From an optimization exercise on the open Yosys and OpenROAD flow, aimed at small area and few clock cycles; shortcuts taken in it are not production practice.
Function was checked by simulation only, so behaviour that the tests miss may differ from the original.
No driver is modelled on the clock port, so clocking that relies on it looks cheaper here than on a real chip.
Power figures rest on the tool's default switching activity, not on a simulated workload.

==> module fifo, before the edit <==
module fifo #(
    parameter data_width=8,
    parameter stages=9
    )
    (
    input clk,
    input reset,
    input push,                      
    input [data_width-1:0] din,
    input pop,                       
    output [data_width-1:0] dout,    
    output head_valid,               
    output ready_top                 
    );
    reg [data_width-1:0] data [0:stages-1];
    reg [stages-1:0] empty;
    wire [stages-1:0] ready;
    wire [stages:0] empty_in = {!push, empty[stages-1:1]};
    genvar i;
    generate
        for(i=0; i<stages; i=i+1)
        begin : st
            if(i == 0)
                assign ready[i] = empty[i] || pop;
            else
                assign ready[i] = empty[i] || ready[i-1];
            always @(posedge clk)
                empty[i] <= reset || (ready[i] && empty_in[i]);
            if(i == stages-1)
            begin
                always @(posedge clk)
                    if(ready[i]) data[i] <= din;
            end
            else
            begin
                always @(posedge clk)
                    if(ready[i]) data[i] <= data[i+1];
            end
        end
    endgenerate
    assign dout = data[0];
    assign head_valid = !empty[0];
    assign ready_top = ready[stages-1];
endmodule
==> module ft245_async_fifo, before the edit <==
module ft245_async_fifo #(
    parameter read_depth=3,
    parameter write_depth=3
    )
    (
    input [7:0] D_in,       
    output reg [7:0] D_out,  
    output D_oe,            
    input RXFn_sync,        
    input TXEn_sync,        
    output RDn,             
    output WRn,             
    input clk_50mhz,
    input rst,
    input rd_en,
    output reg [7:0] rd_data,
    output rd_empty,
    input wr_en,
    input [7:0] wr_data,
    output wr_full
    );
    reg rs1, rs2, ws1, ws2;
    wire rx_valid, rx_room;
    wire [7:0] rx_head;
    assign rd_empty = !rx_valid;
    wire rx_pop = rd_en && rx_valid;
    wire tx_valid, tx_room;
    wire [7:0] tx_head;
    reg tx_ready;
    assign wr_full = !tx_room;
    wire tx_push = wr_en && tx_room;
    wire rd_can = !rs1 && !rs2 && !RXFn_sync && rx_room;
    wire wr_can = !ws1 && !ws2 && !TXEn_sync && tx_ready;
    wire start_rd = rd_can && !ws1;
    wire start_wr = wr_can && !rs1 && !rd_can;
    assign RDn = !(start_rd || rs1);
    assign WRn = !(start_wr || ws1);
    assign D_oe = RDn;
    fifo #(.data_width(8), .stages(8)) read_fifo
        (.clk(clk_50mhz), .reset(rst),
         .push(rs1), .din(D_in),
         .pop(rx_pop), .dout(rx_head), .head_valid(rx_valid), .ready_top(rx_room));
    fifo #(.data_width(8), .stages(8)) write_fifo
        (.clk(clk_50mhz), .reset(rst),
         .push(tx_push), .din(wr_data),
         .pop(start_wr), .dout(tx_head), .head_valid(tx_valid), .ready_top(tx_room));
    always @(posedge clk_50mhz)
        D_out <= tx_head;
    always @(posedge clk_50mhz)
        if(rx_pop)
            rd_data <= rx_head;
    always @(posedge clk_50mhz)
    begin
        if(rst)
        begin
            rs1 <= 1'b0;
            rs2 <= 1'b0;
            ws1 <= 1'b0;
            ws2 <= 1'b0;
            tx_ready <= 1'b0;
        end
        else
        begin
            rs1 <= start_rd;
            rs2 <= rs1;
            ws1 <= start_wr;
            ws2 <= ws1;
            tx_ready <= tx_valid && !start_wr;
        end
    end
endmodule
clock: 20.0 ns
lec_check: 0
cap_margin: 20
core_margin: 2
core_utilization: 70
cts_buf_list: sky130_fd_sc_hd__clkbuf_8
place_density: 0.8
slew_margin: 20
standard.sh (not shown) runs the stock make flow with config.mk's settings and CLKGATE_MAP_FILE= SYNTH_SCRIPT=/design/flow/synth_recipe.tcl, a recipe that flattens the netlist after the stock synthesis.
==> flow/flow/run.sh <==
#!/bin/bash
# The standard layout (the standard.sh, standard synthesis unchanged),
# with these placement/CTS changes:
#  - port buffers use the smallest buffer cell instead of clkdlybuf4s50_1;
#  - the clock tree is built by flow/manual_cts.tcl (PRE_CTS hook): a root
#    clkbuf_4 and clkbuf_8 leaves over balanced register clusters;
#  - flow/post_cts.tcl (POST_CTS hook) swaps logic gates that synthesis
#    sized up for drive-1 cells, then repairs slew/capacitance.
# Full tool output goes to standard.log; ORFS's per-step logs stay under orfs/logs.
set -uo pipefail
export BUFFER_PORTS_ARGS="-buffer_cell sky130_fd_sc_hd__buf_1"
export PRE_CTS_TCL="$PWD/flow/manual_cts.tcl"
export POST_CTS_TCL="$PWD/flow/post_cts.tcl"
export CTS_ARGS="-clk_nets clk -buf_list sky130_fd_sc_hd__clkbuf_8 -dont_use_dummy_load"
bash standard.sh > standard.log 2>&1
Other scripts of this flow, unchanged in this note and not shown: flow/flow/manual_cts.tcl, flow/flow/post_cts.tcl
Testbench counts at the start, summed over its fixed seeds: cycles 7,432.
==> next run, changes <==
--- a/flow/design.v
+++ b/flow/design.v
@@ -42,13 +42,14 @@
     input reset,
     input push,                      
     input [data_width-1:0] din,
     input pop,                       
     output [data_width-1:0] dout,    
     output head_valid,               
-    output ready_top                 
+    output ready_top,                
+    output top_empty                 
     );
     reg [data_width-1:0] data [0:stages-1];
     reg [stages-1:0] empty;
     wire [stages-1:0] ready;
     wire [stages:0] empty_in = {!push, empty[stages-1:1]};
     genvar i;
@@ -73,12 +74,13 @@
             end
         end
     endgenerate
     assign dout = data[0];
     assign head_valid = !empty[0];
     assign ready_top = ready[stages-1];
+    assign top_empty = empty[stages-1];
 endmodule
 module ft245_async_fifo #(
     parameter read_depth=3,
     parameter write_depth=3
     )
     (
@@ -95,56 +97,58 @@
     output reg [7:0] rd_data,
     output rd_empty,
     input wr_en,
     input [7:0] wr_data,
     output wr_full
     );
-    reg rs1, rs2, ws1, ws2;
-    wire rx_valid, rx_room;
+    reg rs1, ws1;
+    wire rx_valid, rx_room, rx_top_empty;
     wire [7:0] rx_head;
     assign rd_empty = !rx_valid;
     wire rx_pop = rd_en && rx_valid;
     wire tx_valid, tx_room;
     wire [7:0] tx_head;
     reg tx_ready;
     assign wr_full = !tx_room;
     wire tx_push = wr_en && tx_room;
-    wire rd_can = !rs1 && !rs2 && !RXFn_sync && rx_room;
-    wire wr_can = !ws1 && !ws2 && !TXEn_sync && tx_ready;
-    wire start_rd = rd_can && !ws1;
-    wire start_wr = wr_can && !rs1 && !rd_can;
+    reg pref_wr;
+    wire rd_can = !rs1 && rx_top_empty && !RXFn_sync;
+    wire wr_can = tx_ready && !TXEn_sync;
+    wire start_rd = rd_can && !ws1 && !(wr_can && pref_wr);
+    wire start_wr = wr_can && !rs1 && !(rd_can && !pref_wr);
     assign RDn = !(start_rd || rs1);
     assign WRn = !(start_wr || ws1);
     assign D_oe = RDn;
     fifo #(.data_width(8), .stages(8)) read_fifo
         (.clk(clk_50mhz), .reset(rst),
          .push(rs1), .din(D_in),
-         .pop(rx_pop), .dout(rx_head), .head_valid(rx_valid), .ready_top(rx_room));
+         .pop(rx_pop), .dout(rx_head), .head_valid(rx_valid),
+         .ready_top(rx_room), .top_empty(rx_top_empty));
     fifo #(.data_width(8), .stages(8)) write_fifo
         (.clk(clk_50mhz), .reset(rst),
          .push(tx_push), .din(wr_data),
-         .pop(start_wr), .dout(tx_head), .head_valid(tx_valid), .ready_top(tx_room));
+         .pop(start_wr), .dout(tx_head), .head_valid(tx_valid),
+         .ready_top(tx_room), .top_empty());
     always @(posedge clk_50mhz)
         D_out <= tx_head;
     always @(posedge clk_50mhz)
         if(rx_pop)
             rd_data <= rx_head;
     always @(posedge clk_50mhz)
     begin
         if(rst)
         begin
             rs1 <= 1'b0;
-            rs2 <= 1'b0;
             ws1 <= 1'b0;
-            ws2 <= 1'b0;
             tx_ready <= 1'b0;
+            pref_wr <= 1'b0;
         end
         else
         begin
             rs1 <= start_rd;
-            rs2 <= rs1;
             ws1 <= start_wr;
-            ws2 <= ws1;
-            tx_ready <= tx_valid && !start_wr;
+            tx_ready <= tx_valid && !start_wr && !ws1;
+            if(start_rd) pref_wr <= 1'b1;
+            else if(start_wr) pref_wr <= 1'b0;
         end
     end
 endmodule
Synthesized cell count is lower by 4.0%.
Final cell count came out lower by 2.5%.
Power is about the same.
Synthesized area fell by 0.53%.
Global-route usage fell by 0.16 points.
Clock power stays flat.
Worst setup slack gains 4600 ps.
Routed wire length decreases by 1.9%.
Testbench counts after the change, summed over its fixed seeds: cycles 7,398.

* * *

ft245_bridge, a different RTL version from the one above (not shown whole).
Size: ~170 flip-flops, roughly 5200 um2 of cells after synthesis.
==> module ft245_async_fifo, before the edit <==
module ft245_async_fifo #(
    parameter read_depth=3,
    parameter write_depth=3
    )
    (
    input [7:0] D_in,       
    output reg [7:0] D_out,  
    output D_oe,            
    input RXFn_sync,        
    input TXEn_sync,        
    output RDn,             
    output WRn,             
    input clk_50mhz,
    input rst,
    input rd_en,
    output reg [7:0] rd_data,
    output rd_empty,
    input wr_en,
    input [7:0] wr_data,
    output wr_full
    );
    reg rs1, rs2, ws1, ws2;
    wire rx_valid, rx_room;
    wire [7:0] rx_head;
    assign rd_empty = !rx_valid;
    wire rx_pop = rd_en && rx_valid;
    wire tx_valid, tx_room;
    wire [7:0] tx_head;
    reg tx_ready;
    assign wr_full = !tx_room;
    wire tx_push = wr_en && tx_room;
    wire rd_can = !rs1 && !rs2 && !RXFn_sync && rx_room;
    wire wr_can = !ws1 && !ws2 && !TXEn_sync && tx_ready;
    reg pref_wr;
    wire start_rd = rd_can && !ws1 && !(wr_can && pref_wr);
    wire start_wr = wr_can && !rs1 && !(rd_can && !pref_wr);
    assign RDn = !(start_rd || rs1);
    assign WRn = !(start_wr || ws1);
    assign D_oe = RDn;
    fifo #(.data_width(8), .stages(8)) read_fifo
        (.clk(clk_50mhz), .reset(rst),
         .push(rs1), .din(D_in),
         .pop(rx_pop), .dout(rx_head), .head_valid(rx_valid), .ready_top(rx_room));
    fifo #(.data_width(8), .stages(8)) write_fifo
        (.clk(clk_50mhz), .reset(rst),
         .push(tx_push), .din(wr_data),
         .pop(start_wr), .dout(tx_head), .head_valid(tx_valid), .ready_top(tx_room));
    always @(posedge clk_50mhz)
        D_out <= tx_head;
    always @(posedge clk_50mhz)
        if(rx_pop)
            rd_data <= rx_head;
    always @(posedge clk_50mhz)
    begin
        if(rst)
        begin
            rs1 <= 1'b0;
            rs2 <= 1'b0;
            ws1 <= 1'b0;
            ws2 <= 1'b0;
            tx_ready <= 1'b0;
            pref_wr <= 1'b0;
        end
        else
        begin
            rs1 <= start_rd;
            rs2 <= rs1;
            ws1 <= start_wr;
            ws2 <= ws1;
            tx_ready <= tx_valid && !start_wr;
            if(start_rd) pref_wr <= 1'b1;
            else if(start_wr) pref_wr <= 1'b0;
        end
    end
endmodule
Settings: LEC_CHECK=0, CAP_MARGIN=20, CORE_MARGIN=2, CORE_UTILIZATION=70, CTS_BUF_LIST=sky130_fd_sc_hd__clkbuf_8, PLACE_DENSITY=0.8, SLEW_MARGIN=20; clock period 20.0 ns.
Scripts as last shown in full above: flow/flow/run.sh
Other scripts of this flow, unchanged in this note and not shown: flow/flow/manual_cts.tcl, flow/flow/post_cts.tcl
Testbench counts at the start, summed over its fixed seeds: cycles 7,398.
==> next run, changes <==
--- a/flow/design.v
+++ b/flow/design.v
@@ -45,39 +45,42 @@
     input pop,                       
     output [data_width-1:0] dout,    
     output head_valid,               
     output ready_top                 
     );
     reg [data_width-1:0] data [0:stages-1];
-    reg [stages-1:0] empty;
+    reg [stages-1:0] valid;
     wire [stages-1:0] ready;
-    wire [stages:0] empty_in = {!push, empty[stages-1:1]};
     genvar i;
     generate
         for(i=0; i<stages; i=i+1)
         begin : st
             if(i == 0)
-                assign ready[i] = empty[i] || pop;
+                assign ready[i] = !valid[i] || pop;
             else
-                assign ready[i] = empty[i] || ready[i-1];
-            always @(posedge clk)
-                empty[i] <= reset || (ready[i] && empty_in[i]);
+                assign ready[i] = !valid[i] || ready[i-1];
             if(i == stages-1)
             begin
+                always @(posedge clk)
+                    if(reset) valid[i] <= 1'b0;
+                    else if(ready[i]) valid[i] <= push;
                 always @(posedge clk)
                     if(ready[i]) data[i] <= din;
             end
             else
             begin
                 always @(posedge clk)
+                    if(reset) valid[i] <= 1'b0;
+                    else if(ready[i]) valid[i] <= valid[i+1];
+                always @(posedge clk)
                     if(ready[i]) data[i] <= data[i+1];
             end
         end
     endgenerate
     assign dout = data[0];
-    assign head_valid = !empty[0];
+    assign head_valid = valid[0];
     assign ready_top = ready[stages-1];
 endmodule
 module ft245_async_fifo #(
     parameter read_depth=3,
     parameter write_depth=3
     )
@@ -107,15 +110,14 @@
     wire [7:0] tx_head;
     reg tx_ready;
     assign wr_full = !tx_room;
     wire tx_push = wr_en && tx_room;
     wire rd_can = !rs1 && !rs2 && !RXFn_sync && rx_room;
     wire wr_can = !ws1 && !ws2 && !TXEn_sync && tx_ready;
-    reg pref_wr;
-    wire start_rd = rd_can && !ws1 && !(wr_can && pref_wr);
-    wire start_wr = wr_can && !rs1 && !(rd_can && !pref_wr);
+    wire start_rd = rd_can && !ws1;
+    wire start_wr = wr_can && !rs1 && !rd_can;
     assign RDn = !(start_rd || rs1);
     assign WRn = !(start_wr || ws1);
     assign D_oe = RDn;
     fifo #(.data_width(8), .stages(8)) read_fifo
         (.clk(clk_50mhz), .reset(rst),
          .push(rs1), .din(D_in),
@@ -135,20 +137,17 @@
         begin
             rs1 <= 1'b0;
             rs2 <= 1'b0;
             ws1 <= 1'b0;
             ws2 <= 1'b0;
             tx_ready <= 1'b0;
-            pref_wr <= 1'b0;
         end
         else
         begin
             rs1 <= start_rd;
             rs2 <= rs1;
             ws1 <= start_wr;
             ws2 <= ws1;
             tx_ready <= tx_valid && !start_wr;
-            if(start_rd) pref_wr <= 1'b1;
-            else if(start_wr) pref_wr <= 1'b0;
         end
     end
 endmodule
What happened:
- clock power hardly moves
- wire length grows by 5.2%
- global-route usage grows by 0.62 points
- first-iteration DRC count grows by 48%
- die area grows by 1.8%
Testbench counts after the change, summed over its fixed seeds: cycles 7,432.

-- port drivers added, routing unchanged --
How much do the figures lean on ideal ports? The routed layouts below were timed once more, with nothing changed but the port constraints. Step 1, drivers: a clkbuf_16 drives clk and a buf_2 each remaining input, both assumed. Step 2 times the ports against the registers' clock, not the clock port: input delays grow and output delays shrink by t, the midpoint of the rising clock arrivals with the driver on. Three values: ideal, step 1, step 2; two values: the first two.
run	shift t [ns]	setup WS [ns]	hold slack, ns	worst setup path at the end
the first run of note 1	0.492	9.316 / 9.293 / 9.293	0.349 / 0.349 / 0.349	input to output
the second run of note 1	0.502	13.917 / 13.889 / 14.039	0.350 / 0.350 / 0.350	input to register
the first run of note 2	0.520	9.450 / 9.428 / 9.428	0.351 / 0.351 / 0.351	input to output
the second run of note 2	0.516	10.858 / 10.835 / 10.835	0.353 / 0.353 / 0.353	input to output
After both steps every run listed still meets setup and hold.
